This design comes from an exercise in tuning for small area, a short achievable clock period and few clock cycles on the open sky130 flow, not from production work.
The clock port is modelled as an ideal driver, which makes a skipped or thinned clock tree look cheaper than it is; a real chip needs a root buffer or a tree.

Setup of main:
==> flow/design.v <==
module HT_TOP(
    clk,
    rst_n,
    in_valid,
    in_weight,
    out_mode,
    out_valid,
    out_code
);
input clk, rst_n, in_valid, out_mode;
input [2:0] in_weight;
output out_valid, out_code;
integer i;
function lt5;
    input [4:0] a, b;
    integer n;
    reg r;
    begin
        r = 1'b0;
        for (n = 0; n < 5; n = n + 1)
            r = (~a[n] & b[n]) | ((~a[n] | b[n]) & r);
        lt5 = r;
    end
endfunction
function le3;
    input [2:0] a, b;
    integer n;
    reg r;
    begin
        r = 1'b1;
        for (n = 0; n < 3; n = n + 1)
            r = (~a[n] & b[n]) | ((~a[n] | b[n]) & r);
        le3 = r;
    end
endfunction
reg       iv_r;      
reg       mode;
reg [3:0] s;
reg [1:0] ph;        
reg       rf;
reg       ov_r, oc_r;
reg [2:0] w1, w2, w3;
reg [3:0] w4, w5, w6;
reg [4:0] w7;
wire [4:0] w [1:7];
assign w[1] = {2'b0, w1};
assign w[2] = {2'b0, w2};
assign w[3] = {2'b0, w3};
assign w[4] = {1'b0, w4};
assign w[5] = {1'b0, w5};
assign w[6] = {1'b0, w6};
assign w[7] = w7;
reg [2:0] pos [0:4];
reg [5:0] c   [0:4];
wire in_ph  = ~s[3] & iv_r;
wire mg_ph  = s[3] & ~(s[2] & s[0]) & ~(s[2] & s[1]);
wire out_ph = (s == 4'd13);
wire upd    = in_ph | mg_ph;
wire last_m = (s == 4'd12);
wire [2:0] k = s[2:0];
reg [7:0] force_lo;
always @(*) begin
    case (s)
        4'd1:  force_lo = 8'b0111_1111;
        4'd2:  force_lo = 8'b0011_1111;
        4'd3:  force_lo = 8'b0001_1111;
        4'd4:  force_lo = 8'b0000_1111;
        4'd5:  force_lo = 8'b0000_0111;
        4'd6:  force_lo = 8'b0000_0011;
        4'd7:  force_lo = 8'b0000_0001;
        4'd8:  force_lo = 8'b0000_0011;
        4'd9:  force_lo = 8'b0000_0111;
        4'd10: force_lo = 8'b0000_1111;
        4'd11: force_lo = 8'b0001_1111;
        4'd12: force_lo = 8'b0011_1111;
        default: force_lo = 8'b1111_1111;
    endcase
end
reg  [4:0] xr;
wire [4:0] x = xr;
reg [8:0] lt;
always @(*) begin
    lt[0] = 1'b1;
    for (i = 1; i < 8; i = i + 1)
        lt[i] = force_lo[i] | lt5(w[i], x);
    lt[8] = 1'b0;
end
wire [2:0] p;
assign p[2] = lt[4];
assign p[1] = lt[6] | (lt[2] & ~lt[4]);
assign p[0] = lt[7] | (lt[5] & ~lt[6]) | (lt[3] & ~lt[4]) | (lt[1] & ~lt[2]);
reg [4:0] wm, wm1;
reg       ltm1;
always @(*) begin
    case (s)
        4'd8:  begin wm = w[2]; wm1 = w[3]; ltm1 = lt[3]; end
        4'd9:  begin wm = w[3]; wm1 = w[4]; ltm1 = lt[4]; end
        4'd10: begin wm = w[4]; wm1 = w[5]; ltm1 = lt[5]; end
        4'd11: begin wm = w[5]; wm1 = w[6]; ltm1 = lt[6]; end
        4'd12: begin wm = w[6]; wm1 = w[7]; ltm1 = lt[7]; end
        default: begin wm = w[1]; wm1 = w[2]; ltm1 = lt[2]; end
    endcase
end
wire [4:0] xr_nxt = wm + (ltm1 ? wm1 : x);
wire [4:0] r_last = lt[7] ? x : w[7];
wire       rf_nxt = ~lt5(r_last, xr_nxt);
wire [4:0] newc;
assign newc[0] = in_ph & (k == 3'd4);
assign newc[1] = in_ph & (k == (mode ? 3'd2 : 3'd5));
assign newc[2] = in_ph & (k == (mode ? 3'd5 : 3'd6));
assign newc[3] = in_ph & (k == (mode ? 3'd0 : 3'd7));
assign newc[4] = in_ph & (k == (mode ? 3'd1 : 3'd3));
reg [2:0] k1;
always @(*) begin
    case (k)
        3'd0: k1 = 3'd1;
        3'd1: k1 = 3'd2;
        3'd2: k1 = 3'd3;
        3'd3: k1 = 3'd4;
        3'd4: k1 = 3'd5;
        default: k1 = 3'd6;
    endcase
end
reg [2:0] pdec [0:4];
reg [2:0] npos [0:4];
reg       rem  [0:4];
reg       bit0 [0:4];
always @(*) begin
    for (i = 0; i < 5; i = i + 1) begin
        case (pos[i])
            3'd0: pdec[i] = 3'd7;
            3'd1: pdec[i] = 3'd0;
            3'd2: pdec[i] = 3'd1;
            3'd3: pdec[i] = 3'd2;
            3'd4: pdec[i] = 3'd3;
            3'd5: pdec[i] = 3'd4;
            3'd6: pdec[i] = 3'd5;
            default: pdec[i] = 3'd6;
        endcase
        rem[i]  = mg_ph & le3(pos[i], k1);     
        bit0[i] = ~(pos[i][0] ^ k[0]);         
        if (newc[i] | rem[i]) npos[i] = p;
        else if (le3(pos[i], p)) npos[i] = pdec[i];
        else npos[i] = pos[i];
    end
end
wire has_m5   = ~(pos[0][1] & pos[0][0]);
wire c0_empty = (c[0] == 6'd1);
wire cur_done = (ph == 2'd0) ? (~has_m5 & c0_empty) :
                (ph == 2'd1) ? c0_empty : (c[0][5:1] == 5'd1);
wire rot      = out_ph & cur_done;
reg [5:0] cn [0:4];
reg       shr0, hold;
always @(*) begin
    shr0 = out_ph & (ph == 2'd2) & ~cur_done;
    for (i = 0; i < 5; i = i + 1) begin
        hold = ~in_ph & ~rem[i] & ~rot & ~(i == 0 && shr0);
        cn[i] = ({5'd0, in_ph})
              | ({6{rem[i]}} & {c[i][4:0], bit0[i]})
              | ({6{rot & (i < 4)}} & c[(i < 4) ? i + 1 : 4])
              | ({6{(i == 0) & shr0}} & {1'b0, c[i][5:1]})
              | ({6{hold}} & c[i]);
    end
end
always @(posedge clk or negedge rst_n) begin
    if (!rst_n) begin
        iv_r <= 1'b0;
        s    <= 4'd0;
        ov_r <= 1'b0;
        oc_r <= 1'b0;
    end else begin
        iv_r <= in_valid;
        if (upd) s <= s + 4'd1;
        ov_r <= 1'b0;
        oc_r <= 1'b0;
        if (last_m) begin
            ov_r <= 1'b1;
            oc_r <= rf_nxt ^ (npos[0] == 3'd7);
        end else if (out_ph) begin
            if (cur_done) begin
                if (c[1] == 6'd0)
                    s <= 4'd0;
                else begin
                    ov_r <= 1'b1;
                    oc_r <= rf ^ (pos[1][1] & pos[1][0]);
                end
            end else begin
                ov_r <= 1'b1;
                case (ph)
                    2'd0: oc_r <= has_m5 ? ~pos[0][1] : c[0][0];
                    2'd1: oc_r <= c[0][0];
                    default: oc_r <= c[0][1];
                endcase
            end
        end
    end
end
always @(posedge clk) begin
    if (in_valid & ~iv_r) mode <= out_mode;
    xr <= in_valid ? {2'b0, in_weight} : xr_nxt;
    if (last_m) rf <= rf_nxt;
    if (last_m | rot) ph <= 2'd0;
    else if (out_ph) ph <= (ph == 2'd0 && has_m5) ? 2'd1 : 2'd2;
    w1 <= lt[2] ? w[2][2:0] : (lt[1] ? x[2:0] : w1);
    w2 <= lt[3] ? w[3][2:0] : (lt[2] ? x[2:0] : w2);
    w3 <= lt[4] ? w[4][2:0] : (lt[3] ? x[2:0] : w3);
    w4 <= lt[5] ? w[5][3:0] : (lt[4] ? x[3:0] : w4);
    w5 <= lt[6] ? w[6][3:0] : (lt[5] ? x[3:0] : w5);
    w6 <= lt[7] ? w[7][3:0] : (lt[6] ? x[3:0] : w6);
    w7 <= lt[7] ? x : w7;
    for (i = 0; i < 5; i = i + 1) begin
        if (upd) pos[i] <= npos[i];
        else if (rot && i < 4) pos[i][1:0] <= pos[i + 1][1:0];
        c[i] <= cn[i];
    end
end
assign out_valid = ov_r;
assign out_code  = oc_r;
endmodule
export LEC_CHECK = 0
export ABC_AREA = 1
export CAP_MARGIN = 20
export CELL_PAD_IN_SITES_DETAIL_PLACEMENT = 2
export CELL_PAD_IN_SITES_GLOBAL_PLACEMENT = 2
export CORE_MARGIN = 2
export CORE_UTILIZATION = 35
export PLACE_DENSITY = 0.5
export SLEW_MARGIN = 20
create_clock -name core_clock -period 20.0 [get_ports {clk}]
standard.sh (not shown) runs the stock make flow with config.mk's settings and CLKGATE_MAP_FILE= SYNTH_SCRIPT=/design/flow/synth_recipe.tcl, a recipe that flattens the netlist after the stock synthesis.
==> flow/flow/run.sh <==
#!/bin/bash
# The standard layout (the standard.sh, unchanged synthesis), with a
# faster buffer on the ports than the one buffer_ports picks by default,
# and a single-level clock tree in place of TritonCTS's two levels
# (flow/cts_post.tcl, run at the end of the CTS step).
set -euo pipefail
export BUFFER_PORTS_ARGS="-buffer_cell sky130_fd_sc_hd__buf_4"
export POST_CTS_TCL="$(pwd)/flow/cts_post.tcl"
bash standard.sh > standard_flow.log 2>&1
Other scripts of this flow, unchanged in this note and not shown: flow/flow/cts_post.tcl
Every stage of the flow completed for main, and the final layout passed the timing, DRC and antenna checks.
> inputs changed (main -> the feature branch)
--- a/flow/design.v
+++ b/flow/design.v
@@ -37,6 +37,5 @@
 reg       mode;
 reg [3:0] s;
-reg [1:0] ph;        
-reg       rf;
+reg       inbody;
 reg       ov_r, oc_r;
 reg [2:0] w1, w2, w3;
@@ -52,10 +51,10 @@
 assign w[7] = w7;
 reg [2:0] pos [0:4];
-reg [5:0] c   [0:4];
+reg [6:0] c   [0:4];
 wire in_ph  = ~s[3] & iv_r;
-wire mg_ph  = s[3] & ~(s[2] & s[0]) & ~(s[2] & s[1]);
-wire out_ph = (s == 4'd13);
+wire mg_ph  = s[3] & ~(s[2] & s[1]);
+wire out_ph = (s == 4'd14);
 wire upd    = in_ph | mg_ph;
-wire last_m = (s == 4'd12);
+wire last_m = (s == 4'd13);
 wire [2:0] k = s[2:0];
 reg [7:0] force_lo;
@@ -74,4 +73,5 @@
         4'd11: force_lo = 8'b0001_1111;
         4'd12: force_lo = 8'b0011_1111;
+        4'd13: force_lo = 8'b0111_1111;
         default: force_lo = 8'b1111_1111;
     endcase
@@ -103,6 +103,4 @@
 end
 wire [4:0] xr_nxt = wm + (ltm1 ? wm1 : x);
-wire [4:0] r_last = lt[7] ? x : w[7];
-wire       rf_nxt = ~lt5(r_last, xr_nxt);
 wire [4:0] newc;
 assign newc[0] = in_ph & (k == 3'd4);
@@ -145,20 +143,17 @@
     end
 end
-wire has_m5   = ~(pos[0][1] & pos[0][0]);
-wire c0_empty = (c[0] == 6'd1);
-wire cur_done = (ph == 2'd0) ? (~has_m5 & c0_empty) :
-                (ph == 2'd1) ? c0_empty : (c[0][5:1] == 5'd1);
+wire cur_done = inbody ? (c[0][6:1] == 6'd1) : (c[0] == 7'd1);
 wire rot      = out_ph & cur_done;
-reg [5:0] cn [0:4];
+reg [6:0] cn [0:4];
 reg       shr0, hold;
 always @(*) begin
-    shr0 = out_ph & (ph == 2'd2) & ~cur_done;
+    shr0 = out_ph & inbody & ~cur_done;
     for (i = 0; i < 5; i = i + 1) begin
         hold = ~in_ph & ~rem[i] & ~rot & ~(i == 0 && shr0);
-        cn[i] = ({5'd0, in_ph})
-              | ({6{rem[i]}} & {c[i][4:0], bit0[i]})
-              | ({6{rot & (i < 4)}} & c[(i < 4) ? i + 1 : 4])
-              | ({6{(i == 0) & shr0}} & {1'b0, c[i][5:1]})
-              | ({6{hold}} & c[i]);
+        cn[i] = ({6'd0, in_ph})
+              | ({7{rem[i]}} & {c[i][5:0], bit0[i]})
+              | ({7{rot & (i < 4)}} & c[(i < 4) ? i + 1 : 4])
+              | ({7{(i == 0) & shr0}} & {1'b0, c[i][6:1]})
+              | ({7{hold}} & c[i]);
     end
 end
@@ -176,20 +171,16 @@
         if (last_m) begin
             ov_r <= 1'b1;
-            oc_r <= rf_nxt ^ (npos[0] == 3'd7);
+            oc_r <= ~npos[0][0];
         end else if (out_ph) begin
             if (cur_done) begin
-                if (c[1] == 6'd0)
+                if (c[1] == 7'd0)
                     s <= 4'd0;
                 else begin
                     ov_r <= 1'b1;
-                    oc_r <= rf ^ (pos[1][1] & pos[1][0]);
+                    oc_r <= ~pos[1][0];
                 end
             end else begin
                 ov_r <= 1'b1;
-                case (ph)
-                    2'd0: oc_r <= has_m5 ? ~pos[0][1] : c[0][0];
-                    2'd1: oc_r <= c[0][0];
-                    default: oc_r <= c[0][1];
-                endcase
+                oc_r <= inbody ? c[0][1] : c[0][0];
             end
         end
@@ -199,7 +190,6 @@
     if (in_valid & ~iv_r) mode <= out_mode;
     xr <= in_valid ? {2'b0, in_weight} : xr_nxt;
-    if (last_m) rf <= rf_nxt;
-    if (last_m | rot) ph <= 2'd0;
-    else if (out_ph) ph <= (ph == 2'd0 && has_m5) ? 2'd1 : 2'd2;
+    if (last_m | rot) inbody <= 1'b0;
+    else if (out_ph) inbody <= 1'b1;
     w1 <= lt[2] ? w[2][2:0] : (lt[1] ? x[2:0] : w1);
     w2 <= lt[3] ? w[3][2:0] : (lt[2] ? x[2:0] : w2);
@@ -211,5 +201,5 @@
     for (i = 0; i < 5; i = i + 1) begin
         if (upd) pos[i] <= npos[i];
-        else if (rot && i < 4) pos[i][1:0] <= pos[i + 1][1:0];
+        else if (rot && i < 4) pos[i][0] <= pos[i + 1][0];
         c[i] <= cn[i];
     end
## What came out
The feature branch finished every step from synthesis to the final layout, and the layout passed the timing, DRC and antenna checks. main went all the way through synthesis, placement and routing and the layout is clean on timing, DRC and antenna. Final area went down slightly going from main to the feature branch. Number of cells on the worst hold path of the feature branch is on par with main. On length of the first detailed-routing pass in iterations, the higher figure sits with the feature branch, not main. Wire length of the first global-routing pass in the feature branch is 5.1% lower than in main. Fraction of final layout cells with drive strength greater than 1 for the feature branch is higher than for main. Area occupied by registers up about 4.6% in the feature branch wrt main.
No functional check of the RTL was part of any run of this note. In every run of this note, the design's own scripts or RTL, not TritonCTS, make the clock network.

[what the ideal ports hide]
Ports are ideal in the flow. The routed layouts listed here were re-timed in OpenROAD.
Step 1: set_driving_cell puts a clkbuf_16 on clk and a buf_2 on each other input, an assumption about the parent block.
Step 2 moves the port delays by t, midway between the first and last clock arrival at a register: inputs arrive t later, outputs are due t later. That takes back most of the time a late clock gives input paths.
Slacks: no drivers / after step 1 / after step 2; pairs: no drivers / after step 1.
| run | t (ns) | setup slack, ns | pins driven straight from the clock port |
|---|---|---|---|
| main | 0.252 | 15.320 / 15.225 / 15.337 | 4 |
| the feature branch | 0.255 | 15.314 / 15.218 / 15.363 | 4 |
After both steps setup and hold are still met in every run listed.
